Context: an optimization exercise on an open-source flow, tuned for small area, a short achievable clock period and few clock cycles per item. The choices shown serve that exercise and are no tape-out recipe.

==> 11-08 <==
Design fir_top, start of the top module:
module fir_top (
    input  wire       clk,
    input  wire       resetN,
    input  wire       sampleClk,
    input  wire [7:0] sample,
    output reg  [7:0] sum,
    output reg        dav
);
   reg [7:0] h1, h2, h3, h4, h5, h6, h7, h8;
   reg [8:0] s23, s14, s16;
   reg [9:0] m3;
   reg [19:0] t1, t2;
   reg [3:0] ic;
   wire busy = ~ic[3] | ~ic[2];
   wire en = sampleClk | busy;
   wire [7:0] xin = busy ? 8'd0 : sample;
   wire s_1, c_2;
   ha us_1 (h1[0], h2[0], s_1, c_2);
   wire s_3, c_4;
   ha us_3 (h1[1], h2[1], s_3, c_4);
   wire s_5, c_6;
   ha us_5 (h1[2], h2[2], s_5, c_6);
   wire s_7, c_8;
   ha us_7 (h1[3], h2[3], s_7, c_8);
   wire s_9, c_10;
   ha us_9 (h1[4], h2[4], s_9, c_10);
   wire s_11, c_12;
   ha us_11 (h1[5], h2[5], s_11, c_12);
   wire s_13, c_14;
   ha us_13 (h1[6], h2[6], s_13, c_14);
   wire s_15, c_16;
   ha us_15 (h1[7], h2[7], s_15, c_16);
   wire s_17, c_18;
   ha us_17 (h1[7], h2[7], s_17, c_18);
   wire G_19 = c_4 | (s_3 & c_2);
   wire G_21 = c_6 | (s_5 & c_4);
   wire P_22 = s_5 & s_3;
   wire G_23 = c_8 | (s_7 & c_6);
   wire P_24 = s_7 & s_5;
   wire G_25 = c_10 | (s_9 & c_8);
   wire P_26 = s_9 & s_7;
  ...
make LEC_CHECK=0 CAP_MARGIN=20 CORE_MARGIN=2 CORE_UTILIZATION=65 CTS_BUF_LIST=sky130_fd_sc_hd__clkbuf_8 CTS_CLUSTER_SIZE=30 SETUP_SLACK_MARGIN=5 SLEW_MARGIN=20 SYNTH_HIERARCHICAL=1 finish   # period 10.0 ns
run.sh (not shown) runs the stock make flow with config.mk's settings and CLKGATE_MAP_FILE= SYNTH_SCRIPT=/design/flow/synth_recipe.tcl, a recipe that flattens the netlist after the stock synthesis.
==> 04-27 (differences from 11-08) <==
--- a/flow/design.v
+++ b/flow/design.v
@@ -75,27 +75,27 @@
    assign s23n[5] = ~(s_11 ^ G_49);
    assign s23n[6] = ~(s_13 ^ G_51);
    assign s23n[7] = ~(s_15 ^ G_53);
    assign s23n[8] = s_17 ^ G_55;
    wire s_61, c_62;
-   ha us_61 (xin[0], h3[0], s_61, c_62);
+   ha us_61 (sample[0], h3[0], s_61, c_62);
    wire s_63, c_64;
-   ha us_63 (xin[1], h3[1], s_63, c_64);
+   ha us_63 (sample[1], h3[1], s_63, c_64);
    wire s_65, c_66;
-   ha us_65 (xin[2], h3[2], s_65, c_66);
+   ha us_65 (sample[2], h3[2], s_65, c_66);
    wire s_67, c_68;
-   ha us_67 (xin[3], h3[3], s_67, c_68);
+   ha us_67 (sample[3], h3[3], s_67, c_68);
    wire s_69, c_70;
-   ha us_69 (xin[4], h3[4], s_69, c_70);
+   ha us_69 (sample[4], h3[4], s_69, c_70);
    wire s_71, c_72;
-   ha us_71 (xin[5], h3[5], s_71, c_72);
+   ha us_71 (sample[5], h3[5], s_71, c_72);
    wire s_73, c_74;
-   ha us_73 (xin[6], h3[6], s_73, c_74);
+   ha us_73 (sample[6], h3[6], s_73, c_74);
    wire s_75, c_76;
-   ha us_75 (xin[7], h3[7], s_75, c_76);
+   ha us_75 (sample[7], h3[7], s_75, c_76);
    wire s_77, c_78;
-   ha us_77 (xin[7], h3[7], s_77, c_78);
+   ha us_77 (sample[7], h3[7], s_77, c_78);
    wire G_79 = c_64 | (s_63 & c_62);
    wire G_81 = c_66 | (s_65 & c_64);
    wire P_82 = s_65 & s_63;
    wire G_83 = c_68 | (s_67 & c_66);
    wire P_84 = s_67 & s_65;
@@ -126,38 +126,39 @@
    wire G_113 = G_103 | (P_104 & G_95);
    wire G_115 = G_105 | (P_106 & G_97);
    wire G_117 = G_107 | (P_108 & G_99);
    wire P_118 = P_108 & P_100;
    wire G_119 = G_117 | (P_118 & c_62);
-   wire [8:0] s14n;
-   assign s14n[0] = ~(s_61);
-   assign s14n[1] = ~(s_63 ^ c_62);
-   assign s14n[2] = ~(s_65 ^ G_79);
-   assign s14n[3] = ~(s_67 ^ G_95);
-   assign s14n[4] = ~(s_69 ^ G_97);
-   assign s14n[5] = ~(s_71 ^ G_109);
-   assign s14n[6] = ~(s_73 ^ G_111);
-   assign s14n[7] = ~(s_75 ^ G_113);
-   assign s14n[8] = s_77 ^ G_115;
+   wire [8:0] s14nr;
+   assign s14nr[0] = ~(s_61);
+   assign s14nr[1] = ~(s_63 ^ c_62);
+   assign s14nr[2] = ~(s_65 ^ G_79);
+   assign s14nr[3] = ~(s_67 ^ G_95);
+   assign s14nr[4] = ~(s_69 ^ G_97);
+   assign s14nr[5] = ~(s_71 ^ G_109);
+   assign s14nr[6] = ~(s_73 ^ G_111);
+   assign s14nr[7] = ~(s_75 ^ G_113);
+   assign s14nr[8] = s_77 ^ G_115;
+   wire [8:0] s14n = busy ? 9'd255 : s14nr;
    wire s_121, c_122;
-   ha us_121 (xin[0], h5[0], s_121, c_122);
+   ha us_121 (sample[0], h5[0], s_121, c_122);
    wire s_123, c_124;
-   ha us_123 (xin[1], h5[1], s_123, c_124);
+   ha us_123 (sample[1], h5[1], s_123, c_124);
    wire s_125, c_126;
-   ha us_125 (xin[2], h5[2], s_125, c_126);
+   ha us_125 (sample[2], h5[2], s_125, c_126);
    wire s_127, c_128;
-   ha us_127 (xin[3], h5[3], s_127, c_128);
+   ha us_127 (sample[3], h5[3], s_127, c_128);
    wire s_129, c_130;
-   ha us_129 (xin[4], h5[4], s_129, c_130);
+   ha us_129 (sample[4], h5[4], s_129, c_130);
    wire s_131, c_132;
-   ha us_131 (xin[5], h5[5], s_131, c_132);
+   ha us_131 (sample[5], h5[5], s_131, c_132);
    wire s_133, c_134;
-   ha us_133 (xin[6], h5[6], s_133, c_134);
+   ha us_133 (sample[6], h5[6], s_133, c_134);
    wire s_135, c_136;
-   ha us_135 (xin[7], h5[7], s_135, c_136);
+   ha us_135 (sample[7], h5[7], s_135, c_136);
    wire s_137, c_138;
-   ha us_137 (xin[7], h5[7], s_137, c_138);
+   ha us_137 (sample[7], h5[7], s_137, c_138);
    wire G_139 = c_124 | (s_123 & c_122);
    wire G_141 = c_126 | (s_125 & c_124);
    wire P_142 = s_125 & s_123;
    wire G_143 = c_128 | (s_127 & c_126);
    wire P_144 = s_127 & s_125;
@@ -188,38 +189,39 @@
    wire G_173 = G_163 | (P_164 & G_155);
    wire G_175 = G_165 | (P_166 & G_157);
    wire G_177 = G_167 | (P_168 & G_159);
    wire P_178 = P_168 & P_160;
    wire G_179 = G_177 | (P_178 & c_122);
-   wire [8:0] s16n;
-   assign s16n[0] = ~(s_121);
-   assign s16n[1] = ~(s_123 ^ c_122);
-   assign s16n[2] = ~(s_125 ^ G_139);
-   assign s16n[3] = ~(s_127 ^ G_155);
-   assign s16n[4] = ~(s_129 ^ G_157);
-   assign s16n[5] = ~(s_131 ^ G_169);
-   assign s16n[6] = ~(s_133 ^ G_171);
-   assign s16n[7] = ~(s_135 ^ G_173);
-   assign s16n[8] = s_137 ^ G_175;
+   wire [8:0] s16nr;
+   assign s16nr[0] = ~(s_121);
+   assign s16nr[1] = ~(s_123 ^ c_122);
+   assign s16nr[2] = ~(s_125 ^ G_139);
+   assign s16nr[3] = ~(s_127 ^ G_155);
+   assign s16nr[4] = ~(s_129 ^ G_157);
+   assign s16nr[5] = ~(s_131 ^ G_169);
+   assign s16nr[6] = ~(s_133 ^ G_171);
+   assign s16nr[7] = ~(s_135 ^ G_173);
+   assign s16nr[8] = s_137 ^ G_175;
+   wire [8:0] s16n = busy ? 9'd255 : s16nr;
    wire s_181, c_182;
-   ha us_181 (xin[1], xin[0], s_181, c_182);
+   ha us_181 (sample[1], sample[0], s_181, c_182);
    wire s_183, c_184;
-   ha us_183 (xin[2], xin[1], s_183, c_184);
+   ha us_183 (sample[2], sample[1], s_183, c_184);
    wire s_185, c_186;
-   ha us_185 (xin[3], xin[2], s_185, c_186);
+   ha us_185 (sample[3], sample[2], s_185, c_186);
    wire s_187, c_188;
-   ha us_187 (xin[4], xin[3], s_187, c_188);
+   ha us_187 (sample[4], sample[3], s_187, c_188);
    wire s_189, c_190;
-   ha us_189 (xin[5], xin[4], s_189, c_190);
+   ha us_189 (sample[5], sample[4], s_189, c_190);
    wire s_191, c_192;
-   ha us_191 (xin[6], xin[5], s_191, c_192);
+   ha us_191 (sample[6], sample[5], s_191, c_192);
    wire s_193, c_194;
-   ha us_193 (xin[7], xin[6], s_193, c_194);
+   ha us_193 (sample[7], sample[6], s_193, c_194);
    wire s_195, c_196;
-   ha us_195 (xin[7], xin[7], s_195, c_196);
+   ha us_195 (sample[7], sample[7], s_195, c_196);
    wire s_197, c_198;
-   ha us_197 (xin[7], xin[7], s_197, c_198);
+   ha us_197 (sample[7], sample[7], s_197, c_198);
    wire G_199 = c_182 | (s_181 & 1'b0);
    wire G_201 = c_184 | (s_183 & c_182);
    wire P_202 = s_183 & s_181;
    wire G_203 = c_186 | (s_185 & c_184);
    wire P_204 = s_185 & s_183;
@@ -257,21 +259,22 @@
    wire P_242 = P_230 & P_222;
    wire G_243 = G_231 | (P_232 & G_223);
    wire P_244 = P_232 & P_224;
    wire G_245 = G_241 | (P_242 & 1'b0);
    wire G_247 = G_243 | (P_244 & G_199);
-   wire [9:0] m3n;
-   assign m3n[0] = ~(xin[0]);
-   assign m3n[1] = ~(s_181 ^ 1'b0);
-   assign m3n[2] = ~(s_183 ^ G_199);
-   assign m3n[3] = ~(s_185 ^ G_217);
-   assign m3n[4] = ~(s_187 ^ G_219);
-   assign m3n[5] = ~(s_189 ^ G_233);
-   assign m3n[6] = ~(s_191 ^ G_235);
-   assign m3n[7] = ~(s_193 ^ G_237);
-   assign m3n[8] = ~(s_195 ^ G_239);
-   assign m3n[9] = s_197 ^ G_245;
+   wire [9:0] m3nr;
+   assign m3nr[0] = ~(sample[0]);
+   assign m3nr[1] = ~(s_181 ^ 1'b0);
+   assign m3nr[2] = ~(s_183 ^ G_199);
+   assign m3nr[3] = ~(s_185 ^ G_217);
+   assign m3nr[4] = ~(s_187 ^ G_219);
+   assign m3nr[5] = ~(s_189 ^ G_233);
+   assign m3nr[6] = ~(s_191 ^ G_235);
+   assign m3nr[7] = ~(s_193 ^ G_237);
+   assign m3nr[8] = ~(s_195 ^ G_239);
+   assign m3nr[9] = s_197 ^ G_245;
+   wire [9:0] m3n = busy ? 10'd511 : m3nr;
    wire s_249, c_250;
    fa us_249 (~s23[0], s14[1], 1'b1, s_249, c_250);
    wire s_251, c_252;
    fa us_251 (~s23[1], s14[2], s14[0], s_251, c_252);
    wire s_253, c_254;
==> comparison table <==
metric	11-08	04-27
Worst skew pair latency	0.48 ns	0.47 ns
Crit path time final	4.71 ns	4.76 ns
Post-route clock skew	0.0174 ns	0.0170 ns
Normalized max-slew margin	20.3%	46.4%
Number of global-route vias before repair	7634	7578
Met3 wire length	671 µm	1.05 mm
Chip Width	138 µm	138 µm
Pin count of the biggest net entering global routing	86	91
Cell count along the critical path	13	17
Fillers	1336	1219
Post-synthesis simple-gate area fraction	11.0%	10.1%
Detailed-route vias per instance	5.79	5.99
Buf/Inv on CP	0	1
Core Area	0.0178 mm²	0.0174 mm²
Area share of the largest cell type after synthesis	36.1%	36.4%
Top routing layer in use	met4	met5
Outcome	finished clean	finished clean
Worst R2R Start	s16[0]	h1[5]
Final cell utilization of the core	70.6%	71.9%
GR met1 Demand/Resource	32.7%	35.4%
Source of the worst hold timing path	h6[5]	h4[2]
First-pass iteration count of the detailed router	4	5
No run of this note included a check of the RTL's function; only the layout flow was run.

what the ideal ports hide:
In the flow no input, the clock included, has a driving cell. The finished layouts below were timed again as built, in two steps.
Step 1 sets driving cells, clkbuf_16 on the clock port and buf_2 on the other inputs (assumed; they add their load-dependent delay and slew).
Step 2 times the ports against the registers' clock, not the clock port: input delays grow and output delays shrink by t, the midpoint of the rising clock arrivals with the driver on.
Slacks: no drivers / after step 1 / after step 2; pairs: no drivers / after step 1.
| run | t, ns | setup slack, ns | worst slew at a driven data input, ns |
|---|---|---|---|
| 11-08 | 0.508 | 5.286 / 5.286 / 5.190 | 0.03 |
| 04-27 | 0.500 | 5.245 / 5.245 / 5.123 | 0.05 |
After both steps every run listed still meets setup and hold. For 04-27, which loses most, drivers alone change the setup slack by 0.000 ns; drivers and shift together by -0.122 ns.
